Context: an optimization exercise on an open-source flow, tuned for small area and a short achievable clock period. The choices shown serve that exercise and are no tape-out recipe.
In this exercise RTL edits were held to simulation tests only and were not proved equivalent to the original.
No activity file was given, so power comes from the tool's default toggle rates.

==> flow/design.v <==
module CPU(
    clk,
    rst_n,
    data_read,
    instruction,
    data_wen,
    data_addr,
    inst_addr,
    data_write
);
    input clk;
    input rst_n;
    input [31:0] instruction;
    input [31:0] data_read;
    output data_wen;
    output [31:0] data_addr;
    output [31:0] inst_addr;
    output reg [31:0] data_write;
    localparam OP_R    = 6'b000000;
    localparam OP_J    = 6'b000010;
    localparam OP_BEQ  = 6'b000100;
    localparam OP_ADDI = 6'b001000;
    localparam OP_LW   = 6'b100011;
    localparam OP_SW   = 6'b101011;
    localparam FN_ADD  = 6'b100000;
    localparam FN_SLT  = 6'b101010;
    reg [31:0] pc;
    reg        started;    
    reg [5:0]  d_opf;      
    reg [5:0]  d_fnf;      
    reg [25:6] d_mid;      
    wire [31:0] d_ins = {d_opf, d_mid, d_fnf};
    reg        d_nz;       
    reg [3:0]  d_rs_lo, d_rt_lo;
    reg [7:0]  d_rs_hi, d_rt_hi;
    reg [31:0] e_a;        
    reg [31:0] e_y;        
    reg [31:0] e_sd;       
    reg        e_sum, e_slt, e_sub, e_j;
    reg [4:0]  e_dst;
    reg        e_wa, e_lw, e_sw;
    reg [31:0] alu;        
    reg [4:0]  m_dst;
    reg        m_wa, m_lw, m_sw;
    reg [31:0] rf [0:31];
    reg [31:0] rf_ok;
    reg [31:0] rf_hz;      
    wire        m_we   = m_wa | m_lw;
    wire [31:0] wd     = m_lw ? data_read : alu;
    wire        wd_hz  = m_lw ? (data_read[31:1] == 31'd0) : (alu[31:1] == 31'd0);
    wire [31:0] row_we = {31'd0, m_we} << m_dst;
    integer k;
    always @(posedge clk) begin
        for (k = 0; k < 32; k = k + 1)
            if (row_we[k]) begin
                rf[k]    <= wd;
                rf_hz[k] <= wd_hz;
            end
    end
    always @(posedge clk or negedge rst_n) begin
        if (!rst_n) rf_ok <= 32'd0;
        else rf_ok <= rf_ok | row_we;
    end
    wire [5:0]  d_op = d_ins[31:26];
    wire [5:0]  d_fn = d_ins[5:0];
    wire [4:0]  d_rs = d_ins[25:21];
    wire [4:0]  d_rt = d_ins[20:16];
    wire [4:0]  d_rd = d_ins[15:11];
    reg  [31:0] rs_v, rt_v;
    reg         rt_nhz;    
    integer r;
    always @(*) begin
        rs_v = 32'd0;
        rt_v = 32'd0;
        rt_nhz = 1'b0;
        for (r = 0; r < 32; r = r + 1) begin
            rs_v = rs_v | (rf[r] & {32{d_rs_lo[r % 4] & d_rs_hi[r / 4] & rf_ok[r]}});
            rt_v = rt_v | (rf[r] & {32{d_rt_lo[r % 4] & d_rt_hi[r / 4] & rf_ok[r]}});
            rt_nhz = rt_nhz | (~rf_hz[r] & d_rt_lo[r % 4] & d_rt_hi[r / 4] & rf_ok[r]);
        end
    end
    wire [31:0] rs_f = (m_we && m_dst == d_rs) ? wd : rs_v;
    wire [31:0] rt_f = (m_we && m_dst == d_rt) ? wd : rt_v;
    wire d_isr   = d_op == OP_R;
    wire d_isadd = d_isr && d_fn == FN_ADD;
    wire d_isslt = d_isr && d_fn == FN_SLT;
    wire d_isbeq = d_op == OP_BEQ;
    wire d_isimm = d_op == OP_ADDI || d_op == OP_LW || d_op == OP_SW;
    wire d_isj   = d_op == OP_J;
    always @(posedge clk or negedge rst_n) begin
        if (!rst_n) begin
            e_sum <= 1'b0; e_slt <= 1'b0; e_sub <= 1'b0; e_j <= 1'b0;
            e_wa <= 1'b0; e_lw <= 1'b0; e_sw <= 1'b0; e_dst <= 5'd0;
        end else begin
            e_sum <= d_isadd | d_isimm | d_isbeq;
            e_slt <= d_isslt;
            e_sub <= d_isslt | d_isbeq;
            e_j   <= d_isj;
            e_wa  <= (d_isr && d_nz) || d_op == OP_ADDI;
            e_lw  <= d_op == OP_LW;
            e_sw  <= d_op == OP_SW;
            e_dst <= d_isr ? d_rd : d_rt;
        end
    end
    always @(posedge clk) begin
        e_a    <= rs_f;
        e_y    <= d_isimm ? {{16{d_ins[15]}}, d_ins[15:0]}
                : d_isj   ? {6'd0, d_ins[25:0]}
                          : ((d_isslt | d_isbeq) ? ~rt_f : rt_f);
        e_sd   <= rt_v;
    end
    wire [31:0] sum = e_a + e_y + {31'd0, e_sub};
    wire [31:0] e_b = ~e_y;
    wire        lt  = (e_a[31] ^ e_b[31]) ? e_a[31] : (e_a[30:0] < e_b[30:0]);
    always @(posedge clk or negedge rst_n) begin
        if (!rst_n) begin
            alu <= 32'd0;
            m_dst <= 5'd0; m_wa <= 1'b0; m_lw <= 1'b0; m_sw <= 1'b0;
        end else begin
            if (e_sum)      alu <= sum;
            else if (e_slt) alu <= {31'd0, lt};
            else if (e_j)   alu <= {2'b00, pc[31:28], e_y[25:0]};
            m_dst <= e_dst; m_wa <= e_wa; m_lw <= e_lw; m_sw <= e_sw;
        end
    end
    always @(posedge clk) data_write <= e_sd;
    assign data_addr = alu;
    assign data_wen  = m_sw;
    assign inst_addr = pc;
    wire take = d_isbeq & e_slt & ~rt_nhz & (rt_v[0] == lt);
    always @(posedge clk) begin
        d_mid <= instruction[25:6];
        d_rs_lo <= 4'd1 << instruction[22:21];
        d_rs_hi <= 8'd1 << instruction[25:23];
        d_rt_lo <= 4'd1 << instruction[17:16];
        d_rt_hi <= 8'd1 << instruction[20:18];
    end
    reg  [31:0] pc_c;
    integer b, s;
    always @(*) begin
        pc_c = pc;
        for (s = 1; s < 32; s = s * 2)
            for (b = 31; b >= s; b = b - 1)
                pc_c[b] = pc_c[b] & pc_c[b-s];
    end
    wire [31:0] pc_inc = pc ^ {pc_c[30:0], 1'b1};
    wire [31:0] pc_br  = pc + {{16{d_ins[15]}}, d_ins[15:0]};
    always @(posedge clk or negedge rst_n) begin
        if (!rst_n) begin
            pc <= 32'd0;
            started <= 1'b0;
            d_opf <= 6'd0;
            d_fnf <= 6'd0;
            d_nz  <= 1'b0;
        end else begin
            started <= 1'b1;
            d_opf <= instruction[31:26];
            d_fnf <= instruction[5:0];
            d_nz  <= |instruction;
            if (instruction[31:26] == OP_J)
                pc <= {2'b00, pc[31:28], instruction[25:0]};
            else if (take)
                pc <= pc_br;
            else if (started)
                pc <= pc_inc;
        end
    end
endmodule
clock: 12.0 ns
lec_check: 0
cap_margin: 30
core_margin: 2
core_utilization: 55
cts_cluster_diameter: 60
cts_cluster_size: 25
place_density: 0.65
slew_margin: 30
standard.sh (not shown) runs the stock make flow with config.mk's settings and CLKGATE_MAP_FILE= SYNTH_SCRIPT=/design/flow/synth_recipe.tcl, a recipe that flattens the netlist after the stock synthesis.
==> flow/flow/run.sh <==
#!/bin/bash
set -euo pipefail
bash standard.sh SETUP_SLACK_MARGIN=8.5 \
  "CTS_ARGS=-sink_clustering_enable -repair_clock_nets -sink_clustering_size 25 -sink_clustering_max_diameter 60 -dont_use_dummy_load" \
  "BUFFER_PORTS_ARGS=-buffer_cell sky130_fd_sc_hd__buf_2" \
  finish > standard_flow.log 2>&1
The first run produced a clean layout.
Then changed:
--- a/flow/config.mk
+++ b/flow/config.mk
@@ -8,7 +8,7 @@
 export CAP_MARGIN = 30
 export CORE_MARGIN = 2
-export CORE_UTILIZATION = 55
+export CORE_UTILIZATION = 60
 export CTS_CLUSTER_DIAMETER = 60
 export CTS_CLUSTER_SIZE = 25
-export PLACE_DENSITY = 0.65
+export PLACE_DENSITY = 0.7
 export SLEW_MARGIN = 30
The changed run went through all stages and came out clean.
Setup slack improved by 48 ps.
Sequential power hardly moves.
Sequential share of layout area grows by 0.14 points.
Final cell count decreases by 1.8%.
Synthesized cell count does not change.
Combinational power is about the same.
First-iteration DRC count rose by 14%.
Wire length goes down by 1.7%.
Then changed:
==> flow/flow/run.sh (replaced) <==
#!/bin/bash
set -euo pipefail
bash standard.sh SETUP_SLACK_MARGIN=8.5 \
  "CTS_ARGS=-sink_clustering_enable -repair_clock_nets -sink_clustering_size 25 -sink_clustering_max_diameter 60 -dont_use_dummy_load" \
  finish > standard_flow.log 2>&1
--- a/flow/config.mk
+++ b/flow/config.mk
@@ -8,7 +8,7 @@
 export CAP_MARGIN = 30
 export CORE_MARGIN = 2
-export CORE_UTILIZATION = 60
+export CORE_UTILIZATION = 55
 export CTS_CLUSTER_DIAMETER = 60
 export CTS_CLUSTER_SIZE = 25
-export PLACE_DENSITY = 0.7
+export PLACE_DENSITY = 0.65
 export SLEW_MARGIN = 30
Sequential power hardly moves.
Wire length goes up by 4.6%.
Global-route usage goes down by 2.7 points.
Area after synthesis stays the same.
Fmax goes down by 0.90%.
Then changed:
--- a/flow/config.mk
+++ b/flow/config.mk
@@ -8,7 +8,7 @@
 export CAP_MARGIN = 30
 export CORE_MARGIN = 2
-export CORE_UTILIZATION = 55
+export CORE_UTILIZATION = 50
 export CTS_CLUSTER_DIAMETER = 60
 export CTS_CLUSTER_SIZE = 25
-export PLACE_DENSITY = 0.65
+export PLACE_DENSITY = 0.6
 export SLEW_MARGIN = 30
Effect:
- worst setup slack loses 10 ps
- combinational power barely changes
- sequential cell count is unchanged
- non-clock buffer count went up by 10
Then changed:
--- a/flow/config.mk
+++ b/flow/config.mk
@@ -6,5 +6,5 @@
 export NUM_CORES = 8
 export LEC_CHECK = 0
-export CAP_MARGIN = 30
+export CAP_MARGIN = 20
 export CORE_MARGIN = 2
 export CORE_UTILIZATION = 50
@@ -12,3 +12,3 @@
 export CTS_CLUSTER_SIZE = 25
 export PLACE_DENSITY = 0.6
-export SLEW_MARGIN = 30
+export SLEW_MARGIN = 20
With this change the flow finished with capacitance limit, slew limit left.
Power climbs by 0.90%.
Clock-buffer cell count climbs by 5.
Die area does not change.
Wire length drops by 0.50%.
Utilization hardly moves.
Worst setup slack gets worse by 15 ps.
Synthesized area is unchanged.
Design area barely changes.

==> afterwards: timing with drivers on the ports <==
The flow's constraints put no driver on any port. The routed layouts listed below were extracted and timed again, unchanged, in two steps. Step 1 sets driving cells, clkbuf_16 on the clock port and buf_2 on the other inputs (assumed; they add their load-dependent delay and slew). Step 2 times the ports against the registers' clock, not the clock port: input delays grow and output delays shrink by t, the midpoint of the rising clock arrivals with the driver on. a / b / c = ideal / step 1 / step 2; a / b = the first two.
run	t, ns	slack for setup (ns)	worst setup path at the end
the first run	0.784	8.272 / 8.219 / 7.534	input to register
the second run	0.773	8.320 / 8.243 / 7.889	input to register
the third run	0.770	8.286 / 8.216 / 7.764	input to register
the fourth run	0.791	8.276 / 8.202 / 7.753	input to register
the fifth run	0.800	8.261 / 8.191 / 7.750	input to register
For the first run, which loses most, drivers alone change the setup slack by -0.053 ns; drivers and shift together by -0.738 ns.
